This is an optimization exercise on Yosys and OpenROAD, whose aim is small area and a short achievable clock period, not a production implementation. At most, simulation tests tie the RTL to the original design; equivalence was not proved. Function not checked in run 2: the RTL went through the layout flow alone. No activity file was given, so power comes from the tool's default toggle rates.

[flow/config.mk]
export PLATFORM = sky130hd
export DESIGN_NAME = ula_top
export DESIGN_NICKNAME = ula_top
export VERILOG_FILES = /design/flow/design.v
export SDC_FILE = /design/flow/constraint.sdc
export NUM_CORES = 4
export LEC_CHECK = 0
export CAP_MARGIN = 20
export CORE_MARGIN = 2
export CORE_UTILIZATION = 40
export SLEW_MARGIN = 20
[flow/constraint.sdc]
create_clock -name core_clock -period 5.5 [get_ports {clk}]
set_input_delay 1.1000 -clock core_clock [delete_from_list [all_inputs] [get_ports {clk}]]
set_output_delay 1.1000 -clock core_clock [all_outputs]
set_load 0.01 [all_outputs]
[flow/run.sh]
#!/bin/bash
# synth_recipe.tcl (not shown) runs the flow's synth.tcl, then flattens the netlist and writes it again
# the make line also repeats each setting of config.mk as NAME=value (left out here)
make -C /OpenROAD-flow-scripts/flow DESIGN_CONFIG=/design/flow/config.mk WORK_HOME=/design/flow/orfs CLKGATE_MAP_FILE= SYNTH_SCRIPT=/design/flow/synth_recipe.tcl finish
[flow/design.v]
module ula (
    input [31:0] In1,    
    input [31:0] In2,    
    input [4:0] OP,    
    output reg [31:0] Result,    
    output reg Zero_flag    
);
    always @(*) begin
        case (OP)
            5'b00000: begin    
                Result = In1 & In2;
            end
            5'b00001: begin    
                Result = In1 | In2;
            end
            5'b00010: begin    
                Result = In1 + In2;
            end
            5'b00011: begin    
                Result = In1 ^ In2;
            end
            5'b00100: begin    
                Result = ~(In1 | In2);
            end
            5'b00101: begin    
                Result = (In1 < In2) ? 32'h1 : 32'h0;
            end
            5'b00110: begin    
                Result = In1 - In2;
            end
            5'b00111: begin    
                Result = ($unsigned(In1) < $unsigned(In2)) ? 32'h1 : 32'h0;
            end
            5'b01000: begin    
                Result = In1 << In2[4:0];
            end
            5'b01001: begin    
                Result = In1 >> In2[4:0];
            end
            5'b01010: begin    
                Result = $signed(In1) >>> In2[4:0];
            end
            5'b01011: begin    
                Result = In1 << (In2 & 5'h1F);
            end
            5'b01100: begin    
                Result = In1 >> (In2 & 5'h1F);
            end
            5'b01101: begin    
                Result = $signed(In1) >>> (In2 & 5'h1F);
            end
            5'b01110: begin    
                Result = In1;
            end
            5'b01111: begin    
                Result = 32'h0;
            end
            5'b10000: begin    
                Result = In1 + {16'b0, In2};
            end
            5'b10001: begin    
                Result = In1 & {16'b0, In2};
            end
            5'b10010: begin    
                Result = In1 | {16'b0, In2};
            end
            5'b10011: begin    
                Result = In1 ^ {16'b0, In2};
            end
            5'b10100: begin    
                Result = In1 == In2 ? 32'h1 : 32'h0;
            end
            5'b10101: begin    
                Result = In1 != In2 ? 32'h1 : 32'h0;
            end
            5'b10111: begin    
                Result = (In1 < {16'b0, In2}) ? 32'h1 : 32'h0;
            end
            5'b11000: begin    
                Result = ($unsigned(In1) < {16'b0, In2}) ? 32'h1 : 32'h0;
            end
            5'b11001: begin    
                Result = {In2, 16'b0};
            end
            5'b11010: begin    
                Result = In1;
            end
            5'b11011: begin    
                Result = In1;
            end
            default: begin    
                Result = 32'h0;
            end
        endcase
    end
    always @(*) begin
        Zero_flag = (Result == 32'h0) ? 1'b1 : 1'b0;
    end
endmodule
module ula_top (
    input         clk,
    input  [31:0] in1,
    input  [31:0] in2,
    input  [4:0]  op,
    output [31:0] result,
    output        zero
);
    reg [31:0] in1_q, in2_q;
    reg [4:0]  op_q;
    reg [31:0] result_q;
    reg        zero_q;
    wire [31:0] alu_result;
    wire        alu_zero;
    ula u_ula (
        .In1(in1_q),
        .In2(in2_q),
        .OP(op_q),
        .Result(alu_result),
        .Zero_flag(alu_zero)
    );
    always @(posedge clk) begin
        in1_q    <= in1;
        in2_q    <= in2;
        op_q     <= op;
        result_q <= alu_result;
        zero_q   <= alu_zero;
    end
    assign result = result_q;
    assign zero   = zero_q;
endmodule
==> results of run 1 <==
## area by class of cell
class | instances | share of cell area
clock inverter | 5 | 0.00302
clock buffer | 11 | 0.0170
tap | 402 | 0.0337
inverter | 95 | 0.0239
sequential | 102 | 0.138
timing repair buffer | 212 | 0.126
multi-input combinational | 1270 | 0.658
antenna | 1 | 0.000168
## sequential cells by signal (all words and copies together), names as in the netlist
name      count
in1_q        32
in2_q        32
op_q          5
result_q     32
zero_q        1
## worst max-delay path: cells and delay by family (launching register included)
family	cells	cell delay, ps
compound gates	5	1980
buf+inv	1	320
flops	1	680
mux	1	530
simple gates	5	1640
## cell usage in the layout, fill, tap and decap left out, drive strengths merged, types with 15 or more instances in the layout
cell / count
nor2: 119
nand2: 114
buf: 110
a21oi: 104
clkdlybuf4s50: 102
dfxtp: 102
ha: 97
inv: 97
o21ai: 71
mux2i: 62
mux4: 55
nand3: 43
nor3: 43
o211ai: 31
a211oi: 27
mux2: 25
a21o: 22
a211o: 21
a31oi: 20
o22ai: 20
xnor2: 18
nand4: 18
a222oi: 18
nor4: 18
nand2b: 17
nor2b: 17
or3: 16
or4: 15
## how the worst max path moves through the flow
stage | start | end | slack, ps | cells after the start
after global routing | in2_q[0]$_DFF_P_ | zero_q$_DFF_P_ | 30 | 12
after floorplan | in2_q[2]$_DFF_P_ | zero_q$_DFF_P_ | 30 | 20
after CTS | in2_q[0]$_DFF_P_ | zero_q$_DFF_P_ | 360 | 12
after detailed placement | in2_q[0]$_DFF_P_ | zero_q$_DFF_P_ | 430 | 12
final | in2_q[0]$_DFF_P_ | zero_q$_DFF_P_ | 210 | 12
after global placement | in2_q[0]$_DFF_P_ | zero_q$_DFF_P_ | 300 | 12
## kinds of logic (layout without fill, tap and decap cells)
logic type,Yosys count,count (layout),synth area share
fa+ha+maj,99,99,0.0977
simple gates,494,494,0.196
mux,142,142,0.167
compound gates,513,513,0.286
buf+inv,240,323,0.0790
flops,102,102,0.159
other cells,0,1,0
xor+xnor,22,22,0.0150
## report_power, final
group          leakage (nW)  switching (W)  internal (W)
clock network         0.150       0.000362      0.000342
logic                  5.04       0.000814      0.000545
registers             0.859      0.0000671      0.000805
total                  6.05        0.00124       0.00169
## Yosys cell counts (21+ instances only)
cell,instances,share of area
a211oi_1,26,0.015
nand3_1,43,0.017
inv_1,91,0.027
nor3_1,43,0.017
o21ai_0,70,0.027
nor2_1,119,0.035
dfxtp_1,102,0.16
a21oi_1,104,0.041
a211o_1,21,0.014
o211ai_1,31,0.018
buf_2,24,0.0094
mux2_2,24,0.021
a21o_1,22,0.013
mux4_2,55,0.096
mux2i_1,62,0.048
nand2_1,114,0.033
clkbuf_1,87,0.025
ha_1,97,0.095
## per-layer routing
metal | track usage | share of wire
met5 | 0 | 0.00018
met4 | 0.219 | 0.064
met3 | 0.115 | 0.13
met2 | 0.552 | 0.40
met1 | 0.544 | 0.41
## stage by stage
stage          worst slack, ps   util
2_1_floorplan             32.3      -
3_3_place_gp               305  0.463
3_5_place_dp               429  0.463
4_1_cts                    361  0.472
5_1_grt                   33.5  0.472
6_report                   214  0.473
==> summary.md, run 1 <==
| Metric | Value |
|---|---|
| Final setup viols | 0 |
| Cts repair resizes | 0 |
| CTS tree | built |
| CTS Sinks | 102 |
| Root Driver | clkbuf_16 |
| Worst-path fanout max | 34 |
| Post-CTS setup buffers | 0 |
| Drt pass-1 iters | 7 |
| Worst Max-Slew Pin Slew | 1310 ps |
| Crit. End Element | flip-flop |
| Post-route DRC violation count | 0 |
| RSZ-0062 raised after global routing | no |
| Core Box Area | 31,600 um^2 |
| Post-CTS Hold Buffers | 0 |
| Bufs on Longest Clock Path | 2 |
| IO buf count | 102 |
| CP peak stage delay | 680 ps |
| Register area share after synthesis | 0.159 |
| Global route overflow | 0 |
| Seq. cell area | 2050 um^2 |
| First-pass GRT wire length | 97,000 um |
| Upper clock frequency limit | 189 MHz |
| Placed inst area | 14,600 um^2 |
| Iter 0 DRT Violations | 2,338 |
| Average size of a mapped cell | 7.96 um^2 |
| Ys async rst share | 0 |
| Total chip power | 0.00294 W |
| CP max stage cell | dfxtp_4 |
| Synth Flop Type | dfxtp_1 |
| Die footprint | 33,500 um^2 |
| Setup TNS | 0 ps |
| Layout Cells excl Fill | 2,098 |
| Fin. Hold Viols | 0 |
| Clock transition at path regs | 100 ps |
| Req. time, crit path | 5800 ps |
| CTS Buf Count | 9 |
| Fin crit period | 5290 ps |
| Worst R2R Setup Slack | 210 ps |
| Final instance area | 14,900 um^2 |
| Worst IR Drop VDD | 170 uV |
| Hold Path End | result_q[18]$_DFF_P_ |
| Placement row count | 65 |
| Vias in the first global route | 13,800 |
| FF-to-FF End | zero_q$_DFF_P_ |
| Post-DRT Antenna Nets | 0 |
| Starting Density | 0.407 |
| Count of pins over their slew limit | 0 |
| Final hold slack | 877 ps |
| Die H | 183 um |
| Reg2Reg Depth | 12 |
| Worst skew pair latency | 410 ps |
| Post-synth net total | 1,781 |
| Die W | 183 um |
| Most common cell on crit path | or4_1 |
| Post-synthesis register bit count | 102 |
| Multi-input gate area | 9810 um^2 |
| Min-Delay Path Class | flip-flop to flip-flop |
| Routed wire per std cell | 32.0 um |
| Post-synth EDFFs | 0 |
| Nets | 1,859 |
| Final GP Congestion | 1.02 |
| Crit path arrival time | 5590 ps |
| Worst setup SP type | flip-flop |
| Synth-to-Final Area Change | 16.2% |
| Final period utilization | 0.961 |
| GRT Resource Usage Total | 0.396 |
| Syn Inst Count | 1,612 |
| CP Cell Sequence | buf_4 > mux4_2 > o21ai_0 > a211oi_1 > o32ai_1 > o2111ai_1 > a2111oi_0 > nand3b_1 > or4_1 > or4_1 > nand4bb_1 > nor4_2 |
| Post-synth cell types | 95 |
| Status | finished clean |
| Synth Warn # | 2 |
| Vias per inst | 7.10 |
| Critical R2R Launch | in2_q[0]$_DFF_P_ |
| Io pins | 103 |
| Largest net degree at the start of global routing | 70 |
| Worst Hold Launch | in1_q[18]$_DFF_P_ |
| Hpwl dp | 51,200 um |
| # fillers | 3,150 |
| Initial antenna violation count | 3 |
| Setup CP Type | flip-flop to flip-flop |
| Layout cells sized above 1 | 0.144 |
| Post-synthesis cell area | 12,800 um^2 |
| Relative slew slack | 0.127 |
| Clock Skews | 23.9 ps |
| PD cells | 197 nW/um^2 |
| Leak | 6.05 nW |
| Placed cells | 2,081 |
| Routed vias | 14,900 |
| Depth of the worst hold-timing path | 5 |
| Max_cap viols | 0 |
| Final wirelength | 67,200 um |
| H-tree levels | 3 |
==> run 2, diff against run 1 <==
==> flow/design.v (replaced) <==
module ula (
    input  [31:0] In1,
    input  [31:0] In2,
    input  [4:0]  OP,
    output [31:0] Result
);
    reg c_and, c_or, c_add, c_xor, c_nor, c_lt, c_sub, c_sll, c_srl, c_sra,
        c_pass, c_eq, c_ne, c_lui;
    always @(*) begin
        {c_and, c_or, c_add, c_xor, c_nor, c_lt, c_sub, c_sll, c_srl, c_sra,
         c_pass, c_eq, c_ne, c_lui} = 14'b0;
        case (OP)
            5'd0, 5'd17:                c_and  = 1'b1;
            5'd1, 5'd18:                c_or   = 1'b1;
            5'd2, 5'd16:                c_add  = 1'b1;
            5'd3, 5'd19:                c_xor  = 1'b1;
            5'd4:                       c_nor  = 1'b1;
            5'd5, 5'd7, 5'd23, 5'd24:   c_lt   = 1'b1;
            5'd6:                       c_sub  = 1'b1;
            5'd8, 5'd11:                c_sll  = 1'b1;
            5'd9, 5'd12:                c_srl  = 1'b1;
            5'd10, 5'd13:               c_sra  = 1'b1;
            5'd14, 5'd26, 5'd27:        c_pass = 1'b1;
            5'd20:                      c_eq   = 1'b1;
            5'd21:                      c_ne   = 1'b1;
            5'd25:                      c_lui  = 1'b1;
            default: ;
        endcase
    end
    wire        inv = c_sub | c_lt;
    wire [31:0] bx  = In2 ^ {32{inv}};
    wire [33:0] s1  = {1'b0, In1, 1'b1} + {1'b0, bx, inv};
    wire [31:0] sum = s1[32:1];
    wire        ltu = ~s1[33];
    wire [31:0] x  = In1 ^ In2;
    wire        eq = ~|x;
    wire [4:0]  sh = In2[4:0];
    wire [30:0] hi = c_sll ? {1'b0, In1[31:1]} : {31{c_sra & In1[31]}};
    wire [31:0] lo = c_sll ? {In1[0], 31'b0} : In1;
    wire [4:0]  s  = c_sll ? ~sh : sh;
    wire [62:0] fx = {hi, lo} >> s;
    wire [31:0] shf = fx[31:0];
    assign Result =
          ({32{c_and}}          & (In1 & In2))
        | ({32{c_or}}           & (In1 | In2))
        | ({32{c_xor}}          & x)
        | ({32{c_nor}}          & ~(In1 | In2))
        | ({32{c_add | c_sub}}  & sum)
        | ({32{c_sll | c_srl | c_sra}} & shf)
        | ({32{c_pass}}         & In1)
        | ({32{c_lui}}          & {In2[15:0], 16'h0000})
        | {31'b0, (c_lt & ltu) | (c_eq & eq) | (c_ne & ~eq)};
endmodule
module ula_top (
    input         clk,
    input  [31:0] in1,
    input  [31:0] in2,
    input  [4:0]  op,
    output [31:0] result,
    output        zero
);
    reg [31:0] in1_q, in2_q;
    reg [4:0]  op_q;
    reg [31:0] result_q;
    wire [31:0] alu_result;
    ula u_ula (
        .In1(in1_q),
        .In2(in2_q),
        .OP(op_q),
        .Result(alu_result)
    );
    always @(posedge clk) begin
        in1_q    <= in1;
        in2_q    <= in2;
        op_q     <= op;
        result_q <= alu_result;
    end
    assign result = result_q;
    assign zero   = ~|result_q;
endmodule
==> run 2 against run 1 <==
Sequential cell count increased by 8; sequential share of layout area increased by 5.1 points; clock power decreased by 3%; via count decreased by 33%; register-to-register slack improved by 1500 ps; critical path depth decreased by 1; final cell count decreased by 24%; setup slack improved by 1500 ps; final area decreased by 22%; critical path type unchanged; highest routed layer is now met4.
==> summary.md, run 2 <==
| Metric | Value |
|---|---|
| Bufs on Longest Clock Path | 2 (unchanged) |
| Syn Inst Count | 1,201 (was 1,612) |
| CP Cell Sequence | nor2_4 > buf_4 > xnor2_1 > ha_1 > a21o_1 > a2111oi_4 > a31oi_4 > a2111oi_4 > nor3_2 > nor4b_4 > or4_1 (was buf_4 > mux4_2 > o21ai_0 > a211oi_1 > o32ai_1 > o2111ai_1 > a2111oi_0 > nand3b_1 > or4_1 > or4_1 > nand4bb_1 > nor4_2) |
| Nets | 1,428 (was 1,859) |
| Count of pins over their slew limit | 0 (unchanged) |
| Die W | 163 um (was 183 um) |
| Synth Flop Type | dfxtp_1 (unchanged) |
| Crit. End Element | flip-flop (unchanged) |
| Post-CTS Hold Buffers | 0 (unchanged) |
| Final wirelength | 39,000 um (was 67,200 um) |
| CP max stage cell | nor2_4 (was dfxtp_4) |
| Worst R2R Setup Slack | 1730 ps (was 210 ps) |
| Initial antenna violation count | 0 (was 3) |
| H-tree levels | 3 (unchanged) |
| Worst Max-Slew Pin Slew | 1100 ps (was 1310 ps) |
| Post-synthesis register bit count | 110 (was 102) |
| Largest net degree at the start of global routing | 44 (was 70) |
| Post-DRT Antenna Nets | 0 (unchanged) |
| Critical R2R Launch | u_ula.c_sub$_SDFF_PP0_ (was in2_q[0]$_DFF_P_) |
| Area contributors post-synth | dfxtp_1 (22%), ha_1 (13%), mux2i_1 (8.5%) (was dfxtp_1 (16%), mux4_2 (9.6%), ha_1 (9.5%)) |
| Average size of a mapped cell | 8.38 um^2 (was 7.96 um^2) |
| Status | finished clean (unchanged) |
| Iter 0 DRT Violations | 1,296 (was 2,338) |
| Worst-path fanout max | 23 (was 34) |
| GRT Resource Usage Total | 0.295 (was 0.396) |
| Seq. cell area | 2210 um^2 (was 2050 um^2) |
| Share of the synthesized area in the top cell type | 0.219 (was 0.159) |
| Antenna Cells | 0 (was 1) |
| PD cells | 236 nW/um^2 (was 197 nW/um^2) |
| CTS tree | built (unchanged) |
| Placement row count | 58 (was 65) |
| First-pass GRT wire length | 58,100 um (was 97,000 um) |
| Post-synth net total | 1,375 (was 1,781) |
| Crit path arrival time | 4020 ps (was 5590 ps) |
| FF-to-FF End | result_q[30]$_DFF_P_ (was zero_q$_DFF_P_) |
| Worst skew pair latency | 370 ps (was 410 ps) |
| Pre-CTS setup slack | 1780 ps (was 429 ps) |
| Vias per inst | 6.27 (was 7.10) |
| Post-synth EDFFs | 0 (unchanged) |
| Post-synthesis cell area | 10,100 um^2 (was 12,800 um^2) |
| Upper clock frequency limit | 265 MHz (was 189 MHz) |
| Hold Path End | result_q[0]$_DFF_P_ (was result_q[18]$_DFF_P_) |
| Global route overflow | 0 (unchanged) |
| Worst IR Drop VDD | 138 uV (was 170 uV) |
| Fin. Hold Viols | 0 (unchanged) |
| Synth-to-Final Area Change | 16.1% (was 16.2%) |
| Drt pass-1 iters | 7 (unchanged) |
| Worst setup SP type | flip-flop (unchanged) |
| Regs by FF count | in1_q x32, in2_q x32, result_q x32 (unchanged) |
| Reg2Reg Depth | 11 (was 12) |
| Max_cap viols | 0 (unchanged) |
| Hpwl dp | 30,400 um (was 51,200 um) |
| Final instance area | 11,700 um^2 (was 14,900 um^2) |
| CP bufs+invs | 1 (unchanged) |
| Vias in the first global route | 9,280 (was 13,800) |
| Post-CTS setup buffers | 0 (unchanged) |
| Clock Skews | 11.1 ps (was 23.9 ps) |
| Cts repair resizes | 0 (unchanged) |
| Most common cell on crit path | a2111oi_4 (was or4_1) |
| Setup CP Type | flip-flop to flip-flop (unchanged) |
| Placed inst area | 11,400 um^2 (was 14,600 um^2) |
| RSZ-0062 raised after global routing | no (unchanged) |
| Core Box Area | 25,000 um^2 (was 31,600 um^2) |
| Clock transition at path regs | 90 ps (was 100 ps) |
| Worst Hold Launch | u_ula.c_lt$_DFF_P_ (was in1_q[18]$_DFF_P_) |
| Routed vias | 9,967 (was 14,900) |
| Req. time, crit path | 5750 ps (was 5800 ps) |
| Die footprint | 26,500 um^2 (was 33,500 um^2) |
| Starting Density | 0.403 (was 0.407) |
| Leak | 4.80 nW (was 6.05 nW) |
| Final GP Congestion | 0.984 (was 1.02) |
| Die H | 163 um (was 183 um) |
| Layout cells sized above 1 | 0.0739 (was 0.144) |
| Critical path's top delay family | simple AND/OR/NAND/NOR gates (was compound AO/OA/AOI/OAI gates) |
| Root Driver | clkbuf_16 (unchanged) |
| Setup TNS | 0 ps (unchanged) |
| Routed wire per std cell | 24.5 um (was 32.0 um) |
| Synth area leader | dfxtp_1 (unchanged) |
| Post-synth cell types | 73 (was 95) |
| Register area share after synthesis | 0.219 (was 0.159) |
| Fin crit period | 3770 ps (was 5290 ps) |
| CTS Sinks | 110 (was 102) |
| Most common cell after layout, fill and taps aside | nand2_1 (was nor2_1) |
| Slack of the critical path | 1730 ps (was 214 ps) |
| Most frequent cells in the layout | nand2_1 (111), dfxtp_1 (106), ha_1 (104), clkdlybuf4s50_1 (102), mux2i_1 (86) (was nor2_1 (117), nand2_1 (114), buf_4 (107), a21oi_1 (104), clkdlybuf4s50_1 (102)) |
| # fillers | 2,502 (was 3,150) |
| CP peak stage delay | 720 ps (was 680 ps) |
| Multi-input gate area | 7300 um^2 (was 9810 um^2) |
| Post-Route Utilization | 0.468 (was 0.473) |
| Top cells by count, synth | nand2_1 (111), dfxtp_1 (110), ha_1 (104) (was nor2_1 (119), nand2_1 (114), a21oi_1 (104)) |
| Depth of the worst hold-timing path | 2 (was 5) |
| Io pins | 103 (unchanged) |
| CTS Buf Count | 9 (unchanged) |
| IO buf count | 102 (unchanged) |
| Final setup viols | 0 (unchanged) |
| Layout Cells excl Fill | 1,589 (was 2,098) |
| Min-Delay Path Class | flip-flop to flip-flop (unchanged) |
| Post-route DRC violation count | 0 (unchanged) |
| Synth Warn # | 2 (unchanged) |
| Final period utilization | 0.686 (was 0.961) |
| Relative slew slack | 0.265 (was 0.127) |
| Most frequent cell after synthesis | nand2_1 (was nor2_1) |
| Placed cells | 1,573 (was 2,081) |
| Ys async rst share | 0 (unchanged) |
## run 2: worst max-delay path by stage
| stage | start | end | depth (start not counted) |
|---|---|---|---|
| 2_1_floorplan | u_ula.c_sub$_SDFF_PP0_ | result_q[30]$_DFF_P_ | 12 |
| 3_3_place_gp | u_ula.c_sub$_SDFF_PP0_ | result_q[30]$_DFF_P_ | 11 |
| 3_5_place_dp | u_ula.c_sub$_SDFF_PP0_ | result_q[30]$_DFF_P_ | 11 |
| 4_1_cts | u_ula.c_sub$_SDFF_PP0_ | result_q[30]$_DFF_P_ | 11 |
| 5_1_grt | u_ula.c_sub$_SDFF_PP0_ | result_q[30]$_DFF_P_ | 11 |
| 6_report | u_ula.c_sub$_SDFF_PP0_ | result_q[30]$_DFF_P_ | 11 |
## run 2: cell type report
cell class | instances | area share
sequential | 110 | 0.189
clock inverter | 7 | 0.00771
timing repair buffer | 123 | 0.101
clock buffer | 9 | 0.0193
multi-input combinational | 937 | 0.625
inverter | 73 | 0.0234
tap | 330 | 0.0353
## run 2: metal layers
metal | vias up | wire length [um] | track usage
met5 | - | 0 | 0
met3 | 107 | 3620 | 0.0428
met1 | 4707 | 16700 | 0.413
met4 | 0 | 1860 | 0.128
li1 | 4585 | - | -
met2 | 568 | 16800 | 0.452
## run 2: logic make-up after synthesis
kind of cell	count (synthesis)	synth area share
buffers and inverters	154	0.0626
AOI/OAI and AO/OA	332	0.237
adders and majority gates	104	0.129
and+or+nand+nor	325	0.157
xor gates and xnor gates	62	0.0539
DFF	110	0.219
muxes	114	0.141
## run 2: worst min-delay path: stages (launching register included)
cell	delay (ps)
dfxtp_1	360
nand3b_1	160
o221ai_1	130
## run 2: stage by stage
step / hold slack [ps] / total power [W]
floorplan: 519 / 0.00165
global placement: 684 / 0.00207
detailed placement: 691 / 0.00207
CTS: 715 / 0.00275
global route: 755 / 0.00290
finish: 715 / 0.00276
## run 2: power breakdown
group / switching (W) / leakage [nW] / internal (W)
sequential: 0.000109 / 0.921 / 0.000866
combinational: 0.000622 / 3.73 / 0.000479
clock: 0.000357 / 0.148 / 0.000328
total: 0.00109 / 4.80 / 0.00167
==> run 3, diff against run 2 <==
==> flow/design.v (replaced) <==
module ula (
    input  [31:0] A,        
    input  [31:0] B,        
    input         Cin,      
    input         Fill,     
    input         SelSum,   
    input         SelShr,   
    input         SelShl,   
    input         SelSet,   
    input         SetInv,
    output [31:0] Result
);
    wire [33:0] s    = {1'b0, A, 1'b1} + {1'b0, B, Cin};
    wire [31:0] sum  = s[32:1];
    wire        cout = s[33];
    wire [4:0]  sh = B[4:0];
    wire [31:0] r0 = sh[0] ? {{1{Fill}},  A[31:1]}  : A;
    wire [31:0] r1 = sh[1] ? {{2{Fill}},  r0[31:2]} : r0;
    wire [31:0] r2 = sh[2] ? {{4{Fill}},  r1[31:4]} : r1;
    wire [31:0] r3 = sh[3] ? {{8{Fill}},  r2[31:8]} : r2;
    wire [31:0] shr = sh[4] ? {{16{Fill}}, r3[31:16]} : r3;
    wire [31:0] shl;
    genvar i;
    generate
        for (i = 0; i < 32; i = i + 1) begin : g_rev
            assign shl[i] = shr[31 - i];
        end
    endgenerate
    assign Result = ({32{SelSum}} & sum)
                  | ({32{SelShr}} & shr)
                  | ({32{SelShl}} & shl)
                  | {31'b0, SelSet & (cout ^ SetInv)};
endmodule
module ula_top (
    input         clk,
    input  [31:0] in1,
    input  [31:0] in2,
    input  [4:0]  op,
    output [31:0] result,
    output        zero
);
    reg [3:0] lut;
    reg       rev, lui, bkeep, binv, cin, sel_sum, sel_shr, sel_shl, sel_set,
              set_inv, sra;
    always @(*) begin
        lut = 4'b1100;    
        {rev, lui, bkeep, binv, cin, sel_sum, sel_shr, sel_shl, sel_set,
         set_inv, sra} = 11'b0;
        case (op)
            5'd0, 5'd17: begin lut = 4'b1000; sel_sum = 1'b1; end   
            5'd1, 5'd18: begin lut = 4'b1110; sel_sum = 1'b1; end   
            5'd3, 5'd19: begin lut = 4'b0110; sel_sum = 1'b1; end   
            5'd4:        begin lut = 4'b0001; sel_sum = 1'b1; end   
            5'd2, 5'd16: begin bkeep = 1'b1; sel_sum = 1'b1; end    
            5'd6: begin bkeep = 1'b1; binv = 1'b1; cin = 1'b1; sel_sum = 1'b1; end  
            5'd5, 5'd7, 5'd23, 5'd24: begin                         
                bkeep = 1'b1; binv = 1'b1; cin = 1'b1; sel_set = 1'b1; set_inv = 1'b1;
            end
            5'd20: begin lut = 4'b0110; binv = 1'b1; sel_set = 1'b1; set_inv = 1'b1; end  
            5'd21: begin lut = 4'b0110; binv = 1'b1; sel_set = 1'b1; end  
            5'd8, 5'd11:  begin lut = 4'b0000; rev = 1'b1; bkeep = 1'b1; sel_shl = 1'b1; end  
            5'd9, 5'd12:  begin bkeep = 1'b1; sel_shr = 1'b1; end    
            5'd10, 5'd13: begin bkeep = 1'b1; sel_shr = 1'b1; sra = 1'b1; end  
            5'd14, 5'd26, 5'd27: sel_sum = 1'b1;                     
            5'd25: begin lut = 4'b0000; lui = 1'b1; sel_sum = 1'b1; end  
            default: begin lut = 4'b0000; sel_sum = 1'b1; end        
        endcase
    end
    wire [31:0] a_n, b_n;
    genvar i;
    generate
        for (i = 0; i < 32; i = i + 1) begin : g_prep
            wire l = lut[{in1[i], in2[i]}];
            wire r = rev & in1[31 - i];
            if (i >= 16) begin : g_hi
                assign a_n[i] = l | r | (lui & in2[i - 16]);
            end else begin : g_lo
                assign a_n[i] = l | r;
            end
        end
    endgenerate
    assign b_n = (in2 & {32{bkeep}}) ^ {32{binv}};
    reg [31:0] a_q, b_q;
    reg        cin_q, fill_q, sel_sum_q, sel_shr_q, sel_shl_q, sel_set_q, set_inv_q;
    reg [31:0] result_q;
    wire [31:0] alu_result;
    ula u_ula (
        .A(a_q),
        .B(b_q),
        .Cin(cin_q),
        .Fill(fill_q),
        .SelSum(sel_sum_q),
        .SelShr(sel_shr_q),
        .SelShl(sel_shl_q),
        .SelSet(sel_set_q),
        .SetInv(set_inv_q),
        .Result(alu_result)
    );
    always @(posedge clk) begin
        a_q       <= a_n;
        b_q       <= b_n;
        cin_q     <= cin;
        fill_q    <= sra & in1[31];
        sel_sum_q <= sel_sum;
        sel_shr_q <= sel_shr;
        sel_shl_q <= sel_shl;
        sel_set_q <= sel_set;
        set_inv_q <= set_inv;
        result_q  <= alu_result;
    end
    assign result = result_q;
    assign zero   = ~|result_q;
endmodule
--- a/flow/config.mk
+++ b/flow/config.mk
@@ -8,4 +8,5 @@
 export CAP_MARGIN = 20
 export CORE_MARGIN = 2
 export CORE_UTILIZATION = 40
+export SETUP_SLACK_MARGIN = 2.5
 export SLEW_MARGIN = 20
==> run 3 against run 2 <==
Clock power is 9.8% higher; critical path type unchanged; highest routed layer unchanged; still clean on timing, DRC and antenna; die area is 15% lower; via count is 17% lower; largest power group unchanged.
==> summary.md, run 3 <==
| Metric | Value |
|---|---|
| Post-CTS Hold Buffers | 0 (unchanged) |
| Synth Warn # | 1 (was 2) |
| Status | finished clean (unchanged) |
| Post-route DRC violation count | 0 (unchanged) |
| Setup CP Type | flip-flop to flip-flop (unchanged) |
| Post-synthesis register bit count | 103 (was 110) |
| IO buf count | 102 (unchanged) |
| Die H | 150 um (was 163 um) |
| Crit. End Element | flip-flop (unchanged) |
| Synth Flop Type | dfxtp_1 (unchanged) |
| Seq. cell area | 2070 um^2 (was 2210 um^2) |
| Layout cells sized above 1 | 0.120 (was 0.0739) |
| CP bufs+invs | 1 (unchanged) |
| CTS Buf Count | 9 (unchanged) |
| Nets | 1,174 (was 1,428) |
| Most frequent cells in the layout | nand2_1 (125), dfxtp_1 (101), clkdlybuf4s50_1 (97), nor2_1 (76), o21ai_0 (75) (was nand2_1 (111), dfxtp_1 (106), ha_1 (104), clkdlybuf4s50_1 (102), mux2i_1 (86)) |
| Average size of a mapped cell | 8.47 um^2 (was 8.38 um^2) |
| Io pins | 103 (unchanged) |
| Post-synth net total | 1,111 (was 1,375) |
| Critical path's top delay family | compound AO/OA/AOI/OAI gates (was simple AND/OR/NAND/NOR gates) |
| Synth area leader | dfxtp_1 (unchanged) |
| Routed wire per std cell | 22.7 um (was 24.5 um) |
| Final setup viols | 0 (unchanged) |
| Iter 0 DRT Violations | 791 (was 1,296) |
| Post-synthesis cell area | 8470 um^2 (was 10,100 um^2) |
| RSZ-0062 raised after global routing | yes (was no) |
| Setup TNS | 0 ps (unchanged) |
| Initial antenna violation count | 0 (unchanged) |
| Clock transition at path regs | 70 ps (was 90 ps) |
| GRT Resource Usage Total | 0.270 (was 0.295) |
| Synth-to-Final Area Change | 19.4% (was 16.1%) |
| Worst skew pair latency | 360 ps (was 370 ps) |
| Largest net degree at the start of global routing | 55 (was 44) |
| CP max stage cell | mux4_2 (was nor2_4) |
| Area contributors post-synth | dfxtp_1 (24%), mux4_2 (11%), ha_1 (5.9%) (was dfxtp_1 (22%), ha_1 (13%), mux2i_1 (8.5%)) |
| Final wirelength | 30,500 um (was 39,000 um) |
| Final GP Congestion | 0.968 (was 0.984) |
| Worst Max-Slew Pin Slew | 1100 ps (about the same) |
| CTS Sinks | 103 (was 110) |
| CP peak stage delay | 650 ps (was 720 ps) |
| Clock Skews | 12.4 ps (was 11.1 ps) |
| Placed inst area | 9570 um^2 (was 11,400 um^2) |
| Fin crit period | 2890 ps (was 3770 ps) |
| Final period utilization | 0.525 (was 0.686) |
| Multi-input gate area | 6030 um^2 (was 7300 um^2) |
| Syn Inst Count | 1,000 (was 1,201) |
| Antenna Cells | 0 (unchanged) |
| Share of the synthesized area in the top cell type | 0.243 (was 0.219) |
| Root Driver | clkbuf_16 (unchanged) |
| H-tree levels | 3 (unchanged) |
| Hpwl dp | 23,500 um (was 30,400 um) |
| Global route overflow | 0 (unchanged) |
| PD cells | 355 nW/um^2 (was 236 nW/um^2) |
| Routed vias | 8,253 (was 9,967) |
| Leak | 3.98 nW (was 4.80 nW) |
| Req. time, crit path | 5730 ps (was 5750 ps) |
| CTS tree | built (unchanged) |
| Starting Density | 0.406 (was 0.403) |
| First-pass GRT wire length | 45,400 um (was 58,100 um) |
| Fin. Hold Viols | 0 (unchanged) |
| Min-Delay Path Class | flip-flop to flip-flop (unchanged) |
| Count of pins over their slew limit | 0 (unchanged) |
| Post-synth cell types | 71 (was 73) |
| Worst IR Drop VDD | 142 uV (was 138 uV) |
| Post-DRT Antenna Nets | 0 (unchanged) |
| Die footprint | 22,400 um^2 (was 26,500 um^2) |
| Core Box Area | 20,900 um^2 (was 25,000 um^2) |
| CP Cell Sequence | buf_4 > mux4_2 > mux2_4 > a22oi_2 > nor2_1 > a221o_1 > a221oi_2 > a21boi_1 > o21ai_1 (was nor2_4 > buf_4 > xnor2_1 > ha_1 > a21o_1 > a2111oi_4 > a31oi_4 > a2111oi_4 > nor3_2 > nor4b_4 > or4_1) |
| Placement row count | 53 (was 58) |
| Most frequent cell after synthesis | nand2_1 (unchanged) |
| Register area share after synthesis | 0.243 (was 0.219) |
| Most common cell after layout, fill and taps aside | nand2_1 (unchanged) |
| Vias in the first global route | 7,584 (was 9,280) |
| Final hold slack | 608 ps (was 715 ps) |
| Die W | 150 um (was 163 um) |
| Worst setup SP type | flip-flop (unchanged) |
| Regs by FF count | a_q x32, b_q x32, result_q x32 (was in1_q x32, in2_q x32, result_q x32) |
| Top cells by count, synth | nand2_1 (125), dfxtp_1 (103), nor2_1 (76) (was nand2_1 (111), dfxtp_1 (110), ha_1 (104)) |
| Drt pass-1 iters | 5 (was 7) |
| Post-synth EDFFs | 0 (unchanged) |
| Worst-path fanout max | 18 (was 23) |
| Final instance area | 10,100 um^2 (was 11,700 um^2) |
| Relative slew slack | 0.269 (was 0.265) |
| Upper clock frequency limit | 346 MHz (was 265 MHz) |
| # fillers | 2,083 (was 2,502) |
| Crit path arrival time | 3120 ps (was 4020 ps) |
| Bufs on Longest Clock Path | 2 (unchanged) |
| Max_cap viols | 0 (unchanged) |
| Vias per inst | 6.15 (was 6.27) |
| Ys async rst share | 0 (unchanged) |
## run 3: final cells by class
class | instances | share of cell area
multi-input combinational | 791 | 0.596
sequential | 103 | 0.204
timing repair buffer | 122 | 0.117
tap | 275 | 0.0340
clock buffer | 9 | 0.0223
inverter | 36 | 0.0138
clock inverter | 7 | 0.0122
## run 3: power breakdown
| part | internal (W) | switching (W) | total, W |
|---|---|---|---|
| logic | 0.000792 | 0.000990 | 0.00178 |
| clock network | 0.000450 | 0.000302 | 0.000752 |
| registers | 0.000905 | 0.000155 | 0.00106 |
| total | 0.00215 | 0.00145 | 0.00359 |
## run 3: per-layer routing
| metal | wire (um) | share of wire | up-vias | track usage |
|---|---|---|---|---|
| li1 | - | - | 3866 | - |
| met1 | 13100 | 0.43 | 3885 | 0.369 |
| met2 | 14000 | 0.46 | 435 | 0.431 |
| met3 | 2150 | 0.070 | 67 | 0.0293 |
| met4 | 1370 | 0.045 | 0 | 0.120 |
| met5 | 0 | 0 | - | 0 |
## run 3: worst register-to-register path, delay by kind of cell, from the launching register on
kind | cells | cell delay [ps]
AO/OA/AOI/OAI | 5 | 1070
buffers and inverters | 1 | 300
flip-flops | 1 | 380
multiplexers | 2 | 970
AND/OR/NAND/NOR | 1 | 50
## run 3: cells by family (layout without fill, tap and decap cells)
| group | after synthesis | in the layout | synth area share |
|---|---|---|---|
| adders and majority gates | 41 | 41 | 0.0614 |
| buffers and inverters | 109 | 174 | 0.0604 |
| xor gates and xnor gates | 59 | 59 | 0.0610 |
| DFF | 103 | 103 | 0.243 |
| muxes | 95 | 95 | 0.182 |
| and+or+nand+nor | 289 | 292 | 0.150 |
| AOI/OAI and AO/OA | 304 | 304 | 0.241 |
## run 3: metrics by stage
stage	total power (W)	cells	worst slack (ps)	util
finish	0.00359	1343	2610	0.484
global placement	0.00277	1314	1430	0.458
CTS	0.00353	1334	2520	0.478
global route	0.00377	1343	2460	0.484
floorplan	0.00215	1000	2510	-
detailed placement	0.00277	1314	1380	0.458
## run 3: timing repair
action                                  CTS  global route
pin swaps                                 1             3
resized for setup                        24            23
cloned                                    2             1
buffers inserted                          2             8
endpoints found under the setup margin   89            81
## run 3: path summary, 6_finish.rpt
| kind | start | cells past startpoint | endpoint | slack (ps) |
|---|---|---|---|---|
| hold reg to reg | sel_set_q$_DFF_P_ | 2 | result_q[0]$_DFF_P_ | 610 |
| setup / recovery | b_q[0]$_DFF_P_ | 9 | result_q[0]$_DFF_P_ | 2610 |
| setup reg to reg | b_q[0]$_DFF_P_ | 9 | result_q[0]$_DFF_P_ | 2610 |
| hold / removal | sel_set_q$_DFF_P_ | 2 | result_q[0]$_DFF_P_ | 610 |
==> run 4, diff against run 3 <==
==> flow/flow/run.sh (new file) <==
#!/bin/bash
# Standard layout, with plain buf_1 cells as the port buffers.
export BUFFER_PORTS_ARGS="-buffer_cell sky130_fd_sc_hd__buf_1"
bash standard.sh > standard.log 2>&1
==> flow/standard.sh (new file) <==
#!/bin/bash
# synth_recipe.tcl (not shown) runs the flow's synth.tcl, then flattens the netlist and writes it again
# the make line also repeats each setting of config.mk as NAME=value (left out here)
make -C /OpenROAD-flow-scripts/flow DESIGN_CONFIG=/design/flow/config.mk WORK_HOME=/design/flow/orfs CLKGATE_MAP_FILE= SYNTH_SCRIPT=/design/flow/synth_recipe.tcl "${@:-finish}"
removed: flow/run.sh
==> run 4 against run 3 <==
Setup slack worse by 35 ps; wire length is 0.81% lower; register-to-register slack better by 30 ps; maximum frequency is 1.2% lower; sequential power hardly changed; area after synthesis stayed put; combinational power is about 10% lower; clock skew is 3.4 ps lower; utilization is 3.7 points lower; final area is 7.7% lower.
==> summary.md, run 4 <==
| Metric | Value |
|---|---|
| CTS Sinks | 103 (unchanged) |
| Routed wire per std cell | 22.7 um (about the same) |
| Count of pins over their slew limit | 0 (unchanged) |
| Post-synthesis register bit count | 103 (unchanged) |
| Most frequent cells in the layout | nand2_1 (125), dfxtp_1 (100), buf_1 (98), nor2_1 (76), o21ai_0 (74) (was nand2_1 (125), dfxtp_1 (101), clkdlybuf4s50_1 (97), nor2_1 (76), o21ai_0 (75)) |
| Bufs on Longest Clock Path | 2 (unchanged) |
| Ys async rst share | 0 (unchanged) |
| Total chip power | 0.00330 W (was 0.00359 W) |
| Min-Delay Path Class | flip-flop to flip-flop (unchanged) |
| GRT Resource Usage Total | 0.270 (about the same) |
| Synth Warn # | 1 (unchanged) |
| Met3 GRT Util | 0.0323 (was 0.0293) |
| Most common cell after layout, fill and taps aside | nand2_1 (unchanged) |
| Average size of a mapped cell | 8.47 um^2 (unchanged) |
| Drt pass-1 iters | 6 (was 5) |
| Met1 Use GR | 0.371 (was 0.369) |
| Seq. cell area | 2070 um^2 (about the same) |
| Fin. Hold Viols | 0 (unchanged) |
| CP Cell Sequence | buf_2 > inv_2 > ha_4 > nand2b_1 > o22ai_1 > nor2_1 > a21oi_1 > or2_4 > mux4_2 > a221o_1 (was buf_4 > mux4_2 > mux2_4 > a22oi_2 > nor2_1 > a221o_1 > a221oi_2 > a21boi_1 > o21ai_1) |
| Root Driver | clkbuf_16 (unchanged) |
| Clock Skews | 9.01 ps (was 12.4 ps) |
| Worst setup SP type | primary input (was flip-flop) |
| Grt peak-use layer | met2 (unchanged) |
| Reg2Reg Depth | 7 (was 9) |
| Post-synth cell types | 71 (unchanged) |
| CTS tree | built (unchanged) |
| Most frequent cell after synthesis | nand2_1 (unchanged) |
| Io pins | 103 (unchanged) |
| Post-synthesis cell area | 8470 um^2 (unchanged) |
| Post-CTS Hold Buffers | 0 (unchanged) |
| M2 GR Usage | 0.413 (was 0.431) |
| PD cells | 353 nW/um^2 (was 355 nW/um^2) |
| Layout cells sized above 1 | 0.110 (was 0.120) |
| Worst R2R Setup Slack | 2640 ps (was 2610 ps) |
| Worst Hold Launch | sel_set_q$_DFF_P_ (unchanged) |
| Worst IR Drop VDD | 131 uV (was 142 uV) |
| Hpwl dp | 23,600 um (was 23,500 um) |
| Max_cap viols | 0 (unchanged) |
| CP peak stage delay | 500 ps (was 650 ps) |
| Post-route DRC violation count | 0 (unchanged) |
| H-tree levels | 3 (unchanged) |
| Core Box Area | 20,900 um^2 (unchanged) |
| Final period utilization | 0.531 (was 0.525) |
| Req. time, crit path | 5740 ps (was 5730 ps) |
| Clock transition at path regs | 70 ps (about the same) |
| Setup CP Type | primary input to flip-flop (was flip-flop to flip-flop) |
| FF-to-FF End | result_q[22]$_DFF_P_ (was result_q[0]$_DFF_P_) |
| Post-synth net total | 1,111 (unchanged) |
| Area contributors post-synth | dfxtp_1 (24%), mux4_2 (11%), ha_1 (5.9%) (unchanged) |
| Setup TNS | 0 ps (unchanged) |
| Post-synth EDFFs | 0 (unchanged) |
| Antenna Cells | 0 (unchanged) |
| Hold Path End | result_q[0]$_DFF_P_ (unchanged) |
| # fillers | 2,131 (was 2,083) |
| Final GP Congestion | 0.904 (was 0.968) |
| Vias in the first global route | 7,476 (was 7,584) |
| Multi-input gate area | 5990 um^2 (was 6030 um^2) |
| Synth Flop Type | dfxtp_1 (unchanged) |
| Die H | 150 um (unchanged) |
| Die W | 150 um (unchanged) |
| Routed vias | 8,144 (was 8,253) |
| Crit. End Element | flip-flop (unchanged) |
| IO buf count | 102 (unchanged) |
| Iter 0 DRT Violations | 946 (was 791) |
| Syn Inst Count | 1,000 (unchanged) |
| First-pass GRT wire length | 44,900 um (was 45,400 um) |
| Depth of the worst hold-timing path | 2 (unchanged) |
| Fin crit period | 2920 ps (was 2890 ps) |
| Top cells by count, synth | nand2_1 (125), dfxtp_1 (103), nor2_1 (76) (unchanged) |
| Leak | 3.65 nW (was 3.98 nW) |
| Relative slew slack | 0.248 (was 0.269) |
| Starting Density | 0.406 (unchanged) |
| Initial antenna violation count | 0 (unchanged) |
| Register area share after synthesis | 0.243 (unchanged) |
| Worst skew pair latency | 360 ps (about the same) |
| Upper clock frequency limit | 342 MHz (was 346 MHz) |
| Worst Max-Slew Pin Slew | 1130 ps (was 1100 ps) |
| Worst-path fanout max | 32 (was 18) |
| Regs by FF count | a_q x32, b_q x32, result_q x32 (unchanged) |
| Final wirelength | 30,300 um (was 30,500 um) |
| Placement row count | 53 (unchanged) |
| Share of the synthesized area in the top cell type | 0.243 (unchanged) |
| Crit path arrival time | 3160 ps (was 3120 ps) |
| Vias per inst | 6.10 (was 6.15) |
| Synth area leader | dfxtp_1 (unchanged) |
| Final setup viols | 0 (unchanged) |
| Post-DRT Antenna Nets | 0 (unchanged) |
| CP max stage cell | mux4_2 (unchanged) |
| RSZ-0062 raised after global routing | no (was yes) |
| Critical R2R Launch | b_q[1]$_DFF_P_ (was b_q[0]$_DFF_P_) |
| Status | finished clean (unchanged) |
| Nets | 1,165 (was 1,174) |
| Die footprint | 22,400 um^2 (unchanged) |
| Global route overflow | 0 (unchanged) |
| Largest net degree at the start of global routing | 54 (was 55) |
| CTS Buf Count | 9 (unchanged) |
| Synth-to-Final Area Change | 10.3% (was 19.4%) |
[run 4: cell count changes in the layout (fill, tap and decap cells not counted), moves of 2 or more]
cell	previous run	this run
clkdlybuf4s50_1	97	0
buf_1	0	98
buf_4	14	10
clkinv_4	0	2
mux2i_2	2	0
or2_4	3	1
mux2i_1	35	37
buf_6	5	3
bufinv_16	3	0
[run 4: cell families after synthesis]
kind of cell | share of synthesized area
compound gates | 0.241
xor+xnor | 0.0610
fa+ha+maj | 0.0614
buf+inv | 0.0604
flops | 0.243
mux | 0.182
simple gates | 0.150
[run 4: timing repair]
action,4_1_cts,5_1_grt
endpoints found under the hold margin,0,0
endpoints found under the setup margin,86,75
gates resized for setup,14,13
pin swaps,0,5
setup buffers,0,4
[run 4: routing by layer]
metal,wire [um],part of all wire
met4,1490,0.049
met5,0,0
met1,13400,0.44
met2,13500,0.44
met3,1990,0.066
[run 4: worst max path at each step]
stage / endpoint / slack [ps] / startpoint / depth (start not counted)
finish: a_q[30]$_DFF_P_ / 2580 / op[1] / 10
global route: result_q[0]$_DFF_P_ / 2500 / b_q[3]$_DFF_P_ / 9
CTS: a_q[30]$_DFF_P_ / 2490 / op[0] / 9
detailed placement: a_q[30]$_DFF_P_ / 1640 / op[0] / 10
global placement: a_q[23]$_DFF_P_ / 1730 / op[0] / 10
floorplan: a_q[16]$_DFF_P_ / 2510 / op[0] / 9
[run 4: stage by stage]
step	hold slack, ps	utilization	setup slack [ps]	cells	instance area, um^2
5_1_grt	634	0.447	2500	1334	9350
4_1_cts	598	0.443	2490	1330	9260
6_report	616	0.447	2580	1334	9350
2_1_floorplan	479	-	2510	1000	8530
3_3_place_gp	592	0.428	1730	1314	8940
3_5_place_dp	598	0.428	1640	1314	8940
[run 4: report_power, final]
part | leakage (nW) | internal, W | switching [W] | total [W]
clock | 0.142 | 0.000319 | 0.000305 | 0.000624
combinational | 2.65 | 0.000637 | 0.000965 | 0.00160
sequential | 0.864 | 0.000906 | 0.000164 | 0.00107
total | 3.65 | 0.00186 | 0.00143 | 0.00330
[run 4: cell type report]
| type | instances | share of cell area |
|---|---|---|
| timing repair buffer | 116 | 0.0548 |
| multi-input combinational | 788 | 0.641 |
| tap | 275 | 0.0368 |
| inverter | 36 | 0.0147 |
| clock buffer | 10 | 0.0245 |
| clock inverter | 6 | 0.00669 |
| sequential | 103 | 0.222 |
[run 4: worst max-delay path: cells and delay by family]
| family | cells | cell delay [ps] |
|---|---|---|
| multiplexers | 1 | 500 |
| AO/OA/AOI/OAI | 3 | 450 |
| AND/OR/NAND/NOR | 3 | 590 |
| buffers and inverters | 2 | 250 |
| adder cells (fa/ha/maj) | 1 | 260 |
==> run 5, diff against run 4 <==
==> flow/flow/run.sh (replaced) <==
#!/bin/bash
# Own layout flow: the standard flow (standard.sh) with two changes:
#  - synthesis maps the logic with the ABC script in flow/abc.script
#    (registers are mapped by the standard steps, unchanged);
#  - the port buffers are plain buf_1 cells.
# Each tool's output goes to a log file in this folder.
set -euo pipefail
HERE=$(pwd)
# synthesis script: the standard one, with ORFS's synth.tcl calling abc with our script
sed "s#log_cmd abc {\*}\$abc_args#set abc_args [lreplace \$abc_args 1 1 $HERE/flow/abc.script]\n  log_cmd abc {*}\$abc_args#" \
    "$FLOW_HOME/scripts/synth.tcl" > "$HERE/synth_own.tcl"
grep -q "flow/abc.script" "$HERE/synth_own.tcl"
sed "s#source \$::env(SCRIPTS_DIR)/synth.tcl#source $HERE/synth_own.tcl#" synth_recipe.tcl > synth_recipe_own.tcl
grep -q "synth_own.tcl" synth_recipe_own.tcl
export BUFFER_PORTS_ARGS="-buffer_cell sky130_fd_sc_hd__buf_1"
bash standard.sh SYNTH_SCRIPT="$HERE/synth_recipe_own.tcl" finish > standard.log 2>&1
==> flow/flow/abc.script (new file) <==
&get -n
&st
&dch
&nf -D 1500
&put
buffer -c
topo
stime -c
upsize -c
dnsize -c
--- a/flow/config.mk
+++ b/flow/config.mk
@@ -8,5 +8,5 @@
 export CAP_MARGIN = 20
 export CORE_MARGIN = 2
 export CORE_UTILIZATION = 40
-export SETUP_SLACK_MARGIN = 2.5
+export SETUP_SLACK_MARGIN = 3.2
 export SLEW_MARGIN = 20
==> run 5 against run 4 <==
Synthesized cell count is 1.4% higher; setup slack better by 420 ps; sequential power hardly changed; power is 14% higher; sequential share of layout area is 3.2 points lower; combinational power is 26% higher; clock power is 9.5% higher; global-route usage is 1.1 points higher; clock skew is 1.2 ps higher; first-iteration DRC count is 9.9% lower; maximum frequency is 17% higher; highest routed layer unchanged.
==> summary.md, run 5 <==
| Metric | Value |
|---|---|
| Worst-path fanout max | 2 (was 32) |
| Root Driver | clkbuf_16 (unchanged) |
| CTS Sinks | 103 (unchanged) |
| CP peak stage delay | 340 ps (was 500 ps) |
| Register area share after synthesis | 0.259 (was 0.243) |
| Post-synthesis cell area | 7950 um^2 (was 8470 um^2) |
| Post-synthesis register bit count | 103 (unchanged) |
| Leak | 3.98 nW (was 3.65 nW) |
| Clock transition at path regs | 70 ps (about the same) |
| Nets | 1,266 (was 1,165) |
| CP max stage cell | dfxtp_2 (was mux4_2) |
| Worst Max-Slew Pin Slew | 936 ps (was 1130 ps) |
| Ys async rst share | 0 (unchanged) |
| Clock power share | 0.181 (was 0.189) |
| Placement row count | 51 (was 53) |
| Most frequent cell after synthesis | nand2_1 (unchanged) |
| Area contributors post-synth | dfxtp_1 (26%), nand2_1 (8.4%), mux4_2 (7.4%) (was dfxtp_1 (24%), mux4_2 (11%), ha_1 (5.9%)) |
| Die H | 145 um (was 150 um) |
| Share of the synthesized area in the top cell type | 0.259 (was 0.243) |
| RSZ-0062 raised after global routing | yes (was no) |
| CTS Buf Count | 9 (unchanged) |
| Starting Density | 0.409 (was 0.406) |
| Reg2Reg Depth | 11 (was 7) |
| Regs by FF count | a_q x32, b_q x32, result_q x32 (unchanged) |
| Net switching power | 0.00163 W (was 0.00143 W) |
| First-pass GRT wire length | 45,800 um (was 44,900 um) |
| PD cells | 341 nW/um^2 (was 353 nW/um^2) |
| Bufs on Longest Clock Path | 2 (unchanged) |
| GRT Resource Usage Total | 0.281 (was 0.270) |
| Vias in the first global route | 7,751 (was 7,476) |
| Iter 0 DRT Violations | 852 (was 946) |
| Final GP Congestion | 1.02 (was 0.904) |
| Depth of the worst hold-timing path | 2 (unchanged) |
| IO buf count | 102 (unchanged) |
| Upper clock frequency limit | 400 MHz (was 342 MHz) |
| Syn Inst Count | 1,014 (was 1,000) |
| P_int | 0.00214 W (was 0.00186 W) |
| Logic pwr share | 0.534 (was 0.486) |
| Routed vias | 8,704 (was 8,144) |
| Post-DRT Antenna Nets | 0 (unchanged) |
| Fin. Hold Viols | 0 (unchanged) |
| Min-Delay Path Class | flip-flop to flip-flop (unchanged) |
| Hpwl dp | 21,700 um (was 23,600 um) |
| Layout cells sized above 1 | 0.338 (was 0.110) |
| Die footprint | 21,000 um^2 (was 22,400 um^2) |
| CP Cell Sequence | nor4_4 > nand4_1 > nor2_1 > buf_2 (was buf_2 > inv_2 > ha_4 > nand2b_1 > o22ai_1 > nor2_1 > a21oi_1 > or2_4 > mux4_2 > a221o_1) |
| Post-CTS Hold Buffers | 0 (unchanged) |
| Switching Fraction | 0.432 (was 0.435) |
| H-tree levels | 3 (unchanged) |
| Clock Skews | 10.3 ps (was 9.01 ps) |
| Top cells by count, synth | nand2_1 (177), dfxtp_1 (103), nor2_1 (90) (was nand2_1 (125), dfxtp_1 (103), nor2_1 (76)) |
| Post-synth EDFFs | 0 (unchanged) |
| Largest net degree at the start of global routing | 40 (was 54) |
| Synth Warn # | 1 (unchanged) |
| Final period utilization | 0.454 (was 0.531) |
| Synth area leader | dfxtp_1 (unchanged) |
| Antenna Cells | 0 (unchanged) |
| Synth Flop Type | dfxtp_1 (unchanged) |
| Setup CP Type | flip-flop to output pin (was primary input to flip-flop) |
| Setup TNS | 0 ps (unchanged) |
| Crit path arrival time | 1400 ps (was 3160 ps) |
| Drt pass-1 iters | 6 (unchanged) |
| Vias per inst | 6.11 (was 6.10) |
| Post-synth net total | 1,125 (was 1,111) |
| CTS tree | built (unchanged) |
| Routed wire per std cell | 22.8 um (was 22.7 um) |
| Most frequent cells in the layout | nand2_1 (110), buf_1 (96), dfxtp_1 (82), nor2_1 (74), nand2_2 (61) (was nand2_1 (125), dfxtp_1 (100), buf_1 (98), nor2_1 (76), o21ai_0 (74)) |
| Final wirelength | 32,400 um (was 30,300 um) |
| Final setup viols | 0 (unchanged) |
| Req. time, crit path | 4400 ps (was 5740 ps) |
| Post-synth cell types | 56 (was 71) |
| Max_cap viols | 0 (unchanged) |
| Post-route DRC violation count | 0 (unchanged) |
| Count of pins over their slew limit | 0 (unchanged) |
| Fin crit period | 2500 ps (was 2920 ps) |
| Post-Route Utilization | 0.568 (was 0.447) |
| Crit. End Element | output pin (was flip-flop) |
| Core Box Area | 19,500 um^2 (was 20,900 um^2) |
| Relative slew slack | 0.375 (was 0.248) |
| Total chip power | 0.00377 W (was 0.00330 W) |
| Worst skew pair latency | 370 ps (was 360 ps) |
| Status | finished clean (unchanged) |
| Average size of a mapped cell | 7.84 um^2 (was 8.47 um^2) |
| Most common cell after layout, fill and taps aside | nand2_1 (unchanged) |
| Initial antenna violation count | 0 (unchanged) |
| Die W | 145 um (was 150 um) |
| Global route overflow | 0 (unchanged) |
| Worst R2R Setup Slack | 3070 ps (was 2640 ps) |
| Worst IR Drop VDD | 158 uV (was 131 uV) |
| Synth-to-Final Area Change | 39.0% (was 10.3%) |
| Sequential power share | 0.285 (was 0.325) |
| Worst setup SP type | flip-flop (was primary input) |
| Io pins | 103 (unchanged) |
-- run 5: cell families after synthesis --
family / Yosys count / synth area share
buffers and inverters: 73 / 0.0398
muxes: 59 / 0.117
adders and majority gates: 41 / 0.0654
and+or+nand+nor: 307 / 0.156
xor gates and xnor gates: 64 / 0.0705
AOI/OAI and AO/OA: 367 / 0.292
DFF: 103 / 0.259
-- run 5: what timing repair did --
item / in CTS / in global routing
resized for setup: 146 / 182
pin swaps: 35 / 84
buffers inserted: 36 / 22
gates cloned: 11 / 7
endpoints found under the setup margin: 97 / 95
-- run 5: metal layers --
layer,track usage,part of all wire,vias up
li1,-,-,4058
met1,0.381,0.42,4011
met2,0.438,0.45,542
met3,0.0396,0.079,93
met4,0.138,0.047,0
met5,0,0,-
-- run 5: metrics by stage --
stage	cell area [um^2]	hold WS [ps]	instances	setup slack, ps
2_1_floorplan	8190	418	1014	2960
3_3_place_gp	8650	498	1333	1820
3_5_place_dp	8660	496	1333	2120
4_1_cts	10000	498	1396	2990
5_1_grt	11100	527	1425	2950
6_report	11100	499	1425	3000
-- run 5: critical path, delay by kind of cell (launching register included) --
family | cells | cell delay (ps)
buf+inv | 1 | 130
flops | 1 | 340
simple gates | 3 | 560
-- run 5: layout make-up --
cell class	count	area (um^2)
timing repair inverter	1	7.51
clock buffer	10	239
tap	265	332
sequential	103	2100
timing repair buffer	180	1410
clock inverter	6	73.8
inverter	15	78.8
fill	1732	8410
multi-input combinational	845	6820
-- run 5: final timing paths --
path	startpoint	to
min	sel_set_q$_DFF_P_	result_q[0]$_DFF_P_
max reg2reg	b_q[0]$_DFF_P_	result_q[27]$_DFF_P_
min reg2reg	sel_set_q$_DFF_P_	result_q[0]$_DFF_P_
max	result_q[1]$_DFF_P_	zero
-- run 5: power by group through the flow --
stage / sequential (W) / clock, W / combinational (W)
after floorplan: 0.00105 / 0 / 0.00101
after global placement: 0.00106 / 0 / 0.00144
after detailed placement: 0.00106 / 0 / 0.00144
after CTS: 0.00106 / 0.000688 / 0.00168
after global routing: 0.00109 / 0.000715 / 0.00212
final: 0.00107 / 0.000683 / 0.00201
==> run 6, diff against run 5 <==
--- a/flow/config.mk
+++ b/flow/config.mk
@@ -8,5 +8,5 @@
 export CAP_MARGIN = 20
 export CORE_MARGIN = 2
 export CORE_UTILIZATION = 40
-export SETUP_SLACK_MARGIN = 3.2
+export SETUP_SLACK_MARGIN = 3.5
 export SLEW_MARGIN = 20
==> run 6 against run 5 <==
Clock power increased by 7.5%; utilization is 4.3 points higher; sequential cell count stayed put; still clean; sequential power barely moved; worst hold slack gained 12 ps; via count is 4.2% higher; power up 5.8%; die area stayed put; global-route usage up 2.2 points; combinational power increased by 8%; final area grew 7.6%; maximum frequency fell by 4.9%; largest cell class unchanged.
==> summary.md, run 6 <==
| Metric | Value |
|---|---|
| Root Driver | clkbuf_16 (unchanged) |
| CP bufs+invs | 4 (was 1) |
| Synth area leader | dfxtp_1 (unchanged) |
| Multi-input gate area | 7250 um^2 (was 6820 um^2) |
| Core Box Area | 19,500 um^2 (unchanged) |
| # fillers | 1,577 (was 1,732) |
| CP peak stage delay | 510 ps (was 340 ps) |
| Count of pins over their slew limit | 0 (unchanged) |
| Vias in the first global route | 8,317 (was 7,751) |
| Net switching power | 0.00171 W (was 0.00163 W) |
| Worst-path fanout max | 9 (was 2) |
| Share of the synthesized area in the top cell type | 0.259 (unchanged) |
| Slack of the critical path | 2870 ps (was 3000 ps) |
| IO buf count | 102 (unchanged) |
| Drt pass-1 iters | 6 (unchanged) |
| Fin. Hold Viols | 0 (unchanged) |
| Clock transition at path regs | 70 ps (about the same) |
| Synth Warn # | 1 (unchanged) |
| CP Cell Sequence | buf_8 > nand2b_2 > or3_4 > o311ai_2 > a21oi_2 > buf_4 > buf_6 > buf_16 > nand2_2 > o211ai_1 > nand2_1 (was nor4_4 > nand4_1 > nor2_1 > buf_2) |
| Synth Flop Type | dfxtp_1 (unchanged) |
| First-pass GRT wire length | 49,400 um (was 45,800 um) |
| Io pins | 103 (unchanged) |
| H-tree levels | 3 (unchanged) |
| RSZ-0062 raised after global routing | yes (unchanged) |
| Clock Skews | 16.7 ps (was 10.3 ps) |
| Post-synth net total | 1,125 (unchanged) |
| Nets | 1,288 (was 1,266) |
| Post-route DRC violation count | 0 (unchanged) |
| Post-synthesis register bit count | 103 (unchanged) |
| Ys async rst share | 0 (unchanged) |
| Syn Inst Count | 1,014 (unchanged) |
| Top cells by count, synth | nand2_1 (177), dfxtp_1 (103), nor2_1 (90) (unchanged) |
| Depth of the worst hold-timing path | 2 (unchanged) |
| Starting Density | 0.409 (unchanged) |
| Reg2Reg Depth | 8 (was 11) |
| FF-to-FF End | result_q[26]$_DFF_P_ (was result_q[27]$_DFF_P_) |
| P_int | 0.00227 W (was 0.00214 W) |
| Setup CP Type | primary input to flip-flop (was flip-flop to output pin) |
| Vias per inst | 6.27 (was 6.11) |
| Clock power share | 0.184 (was 0.181) |
| Final GP Congestion | 0.989 (was 1.02) |
| Switching Fraction | 0.429 (was 0.432) |
| Worst Hold Launch | sel_set_q$_DFF_P_ (unchanged) |
| Post-Route Utilization | 0.611 (was 0.568) |
| Final setup viols | 0 (unchanged) |
| Regs by FF count | a_q x32, b_q x32, result_q x32 (unchanged) |
| Average size of a mapped cell | 7.84 um^2 (unchanged) |
| Max_cap viols | 0 (unchanged) |
| Placement row count | 51 (unchanged) |
| Pre-CTS setup slack | 2160 ps (was 2120 ps) |
| Worst R2R Setup Slack | 3000 ps (was 3070 ps) |
| Crit path arrival time | 2940 ps (was 1400 ps) |
| Die footprint | 21,000 um^2 (unchanged) |
| CTS Buf Count | 9 (unchanged) |
| PD cells | 335 nW/um^2 (was 341 nW/um^2) |
| Most frequent cell after synthesis | nand2_1 (unchanged) |
| Final period utilization | 0.478 (was 0.454) |
| Worst setup SP type | primary input (was flip-flop) |
| Layout cells sized above 1 | 0.380 (was 0.338) |
| Worst Max-Slew Pin Slew | 944 ps (was 936 ps) |
| Min-Delay Path Class | flip-flop to flip-flop (unchanged) |
| CP max stage cell | or3_4 (was dfxtp_2) |
| Placed inst area | 8710 um^2 (was 8660 um^2) |
| Upper clock frequency limit | 381 MHz (was 400 MHz) |
| Die H | 145 um (unchanged) |
| Bufs on Longest Clock Path | 2 (unchanged) |
| Sequential power share | 0.271 (was 0.285) |
| Post-DRT Antenna Nets | 0 (unchanged) |
| Initial antenna violation count | 0 (unchanged) |
| Iter 0 DRT Violations | 894 (was 852) |
| CTS tree | built (unchanged) |
| Relative slew slack | 0.370 (was 0.375) |
| Crit. End Element | flip-flop (was output pin) |
| Req. time, crit path | 5810 ps (was 4400 ps) |
| Global route overflow | 0 (unchanged) |
| Post-synthesis cell area | 7950 um^2 (unchanged) |
| Hpwl dp | 21,900 um (was 21,700 um) |
| Hold Path End | result_q[0]$_DFF_P_ (unchanged) |
| Final wirelength | 34,500 um (was 32,400 um) |
| Antenna Cells | 0 (unchanged) |
| Routed vias | 9,068 (was 8,704) |
| Routed wire per std cell | 23.8 um (was 22.8 um) |
| Most frequent cells in the layout | nand2_1 (110), buf_1 (91), dfxtp_1 (83), nor2_1 (75), a21oi_1 (56) (was nand2_1 (110), buf_1 (96), dfxtp_1 (82), nor2_1 (74), nand2_2 (61)) |
| Post-synth EDFFs | 0 (unchanged) |
| Fin crit period | 2630 ps (was 2500 ps) |
| Most common cell after layout, fill and taps aside | nand2_1 (unchanged) |
| Leak | 4.43 nW (was 3.98 nW) |
| Post-CTS Hold Buffers | 0 (unchanged) |
| Logic pwr share | 0.545 (was 0.534) |
| Worst skew pair latency | 380 ps (was 370 ps) |
| Critical path's top delay family | simple AND/OR/NAND/NOR gates (unchanged) |
| Area contributors post-synth | dfxtp_1 (26%), nand2_1 (8.4%), mux4_2 (7.4%) (unchanged) |
| Setup TNS | 0 ps (unchanged) |
| Post-synth cell types | 56 (unchanged) |
| Largest net degree at the start of global routing | 34 (was 40) |
| Worst IR Drop VDD | 171 uV (was 158 uV) |
| Final instance area | 11,900 um^2 (was 11,100 um^2) |
| Die W | 145 um (unchanged) |
| GRT Resource Usage Total | 0.302 (was 0.281) |
| Critical R2R Launch | a_q[9]$_DFF_P_ (was b_q[0]$_DFF_P_) |
| Total chip power | 0.00398 W (was 0.00377 W) |
| Register area share after synthesis | 0.259 (unchanged) |
| Seq. cell area | 2100 um^2 (about the same) |
| Status | finished clean (unchanged) |
| CTS Sinks | 103 (unchanged) |
| Synth-to-Final Area Change | 49.6% (was 39.0%) |
## run 6: cell counts after synthesis
No cell type changed its count.
## run 6: what timing repair did
action,in CTS,in global routing
gates cloned,20,1
pin swaps,90,84
resized for setup,272,150
buffers inserted,52,26
endpoints found under the setup margin,103,107
## run 6: per-layer routing
| metal | track usage | wire (um) | vias up |
|---|---|---|---|
| li1 | - | - | 4093 |
| met1 | 0.396 | 13800 | 4243 |
| met2 | 0.493 | 15500 | 587 |
| met3 | 0.0421 | 2830 | 145 |
| met4 | 0.143 | 2290 | 0 |
| met5 | 0 | 0 | - |
## run 6: kinds of logic after synthesis
kind of cell,count (synthesis),synth area share
buf+inv,73,0.0398
compound gates,367,0.292
fa+ha+maj,41,0.0654
mux,59,0.117
xor+xnor,64,0.0705
simple gates,307,0.156
flops,103,0.259
## run 6: final cells by class
cell class,instances,area share
multi-input combinational,844,0.609
sequential,103,0.176
timing repair buffer,203,0.152
tap,265,0.0279
clock buffer,9,0.0189
clock inverter,6,0.00862
inverter,15,0.00620
timing repair inverter,1,0.000631
## run 6: metrics by stage
| step | hold WS [ps] | cells |
|---|---|---|
| detailed placement | 506 | 1332 |
| finish | 512 | 1446 |
| CTS | 519 | 1419 |
| floorplan | 418 | 1014 |
| global placement | 496 | 1332 |
| global route | 533 | 1446 |
## run 6: how the worst max path moves through the flow
stage | cells past startpoint | from | endpoint | slack (ps)
global route | 11 | op[3] | a_q[7]$_DFF_P_ | 2850
global placement | 10 | op[0] | a_q[2]$_DFF_P_ | 1820
detailed placement | 10 | op[0] | a_q[2]$_DFF_P_ | 2160
CTS | 12 | op[0] | a_q[2]$_DFF_P_ | 2970
finish | 11 | op[3] | a_q[10]$_DFF_P_ | 2870
floorplan | 10 | op[1] | a_q[12]$_DFF_P_ | 2960
## run 6: worst min-delay path, stage by stage (launching register included)
cell	delay, ps
dfxtp_1	310
inv_1	60
o21ai_1	90
## run 6: power by group through the flow
| stage | logic [W] | clock network (W) | registers, W |
|---|---|---|---|
| finish | 0.00217 | 0.000734 | 0.00108 |
| global route | 0.00229 | 0.000765 | 0.00109 |
| CTS | 0.00189 | 0.000730 | 0.00106 |
| detailed placement | 0.00145 | 0 | 0.00107 |
| global placement | 0.00145 | 0 | 0.00107 |
| floorplan | 0.00103 | 0 | 0.00105 |

[afterwards: timing with drivers on the ports]
No port has a modelled driver above. Below, the same layouts with a new extraction and two added sets of constraints.
Step 1: set_driving_cell puts a clkbuf_16 on clk and a buf_2 on each other input, an assumption about the parent block.
Step 2 adds t to the input delays and takes it off the output delays; t is the mean of the earliest and latest rising clock arrival at the registers after step 1. Input paths then give back, and output paths get back, about the clock's delay inside the block.
Slacks: ideal / step 1 / step 2; pairs: ideal / step 1.
run	shift t [ns]	setup slack, ns	clock arrival spread, ns
run 1	0.446	0.214 / 0.214 / 0.214	0.024 / 0.024
run 2	0.415	1.727 / 1.727 / 1.727	0.011 / 0.011
run 3	0.398	2.613 / 2.582 / 2.247	0.015 / 0.015
run 4	0.403	2.578 / 2.600 / 2.197	0.012 / 0.012
run 5	0.415	3.001 / 2.951 / 2.613	0.010 / 0.011
run 6	0.416	2.873 / 2.882 / 2.465	0.017 / 0.017
After both steps setup and hold are still met in every run listed. For run 6, which loses most, drivers alone change the setup slack by +0.009 ns; drivers and shift together by -0.408 ns.
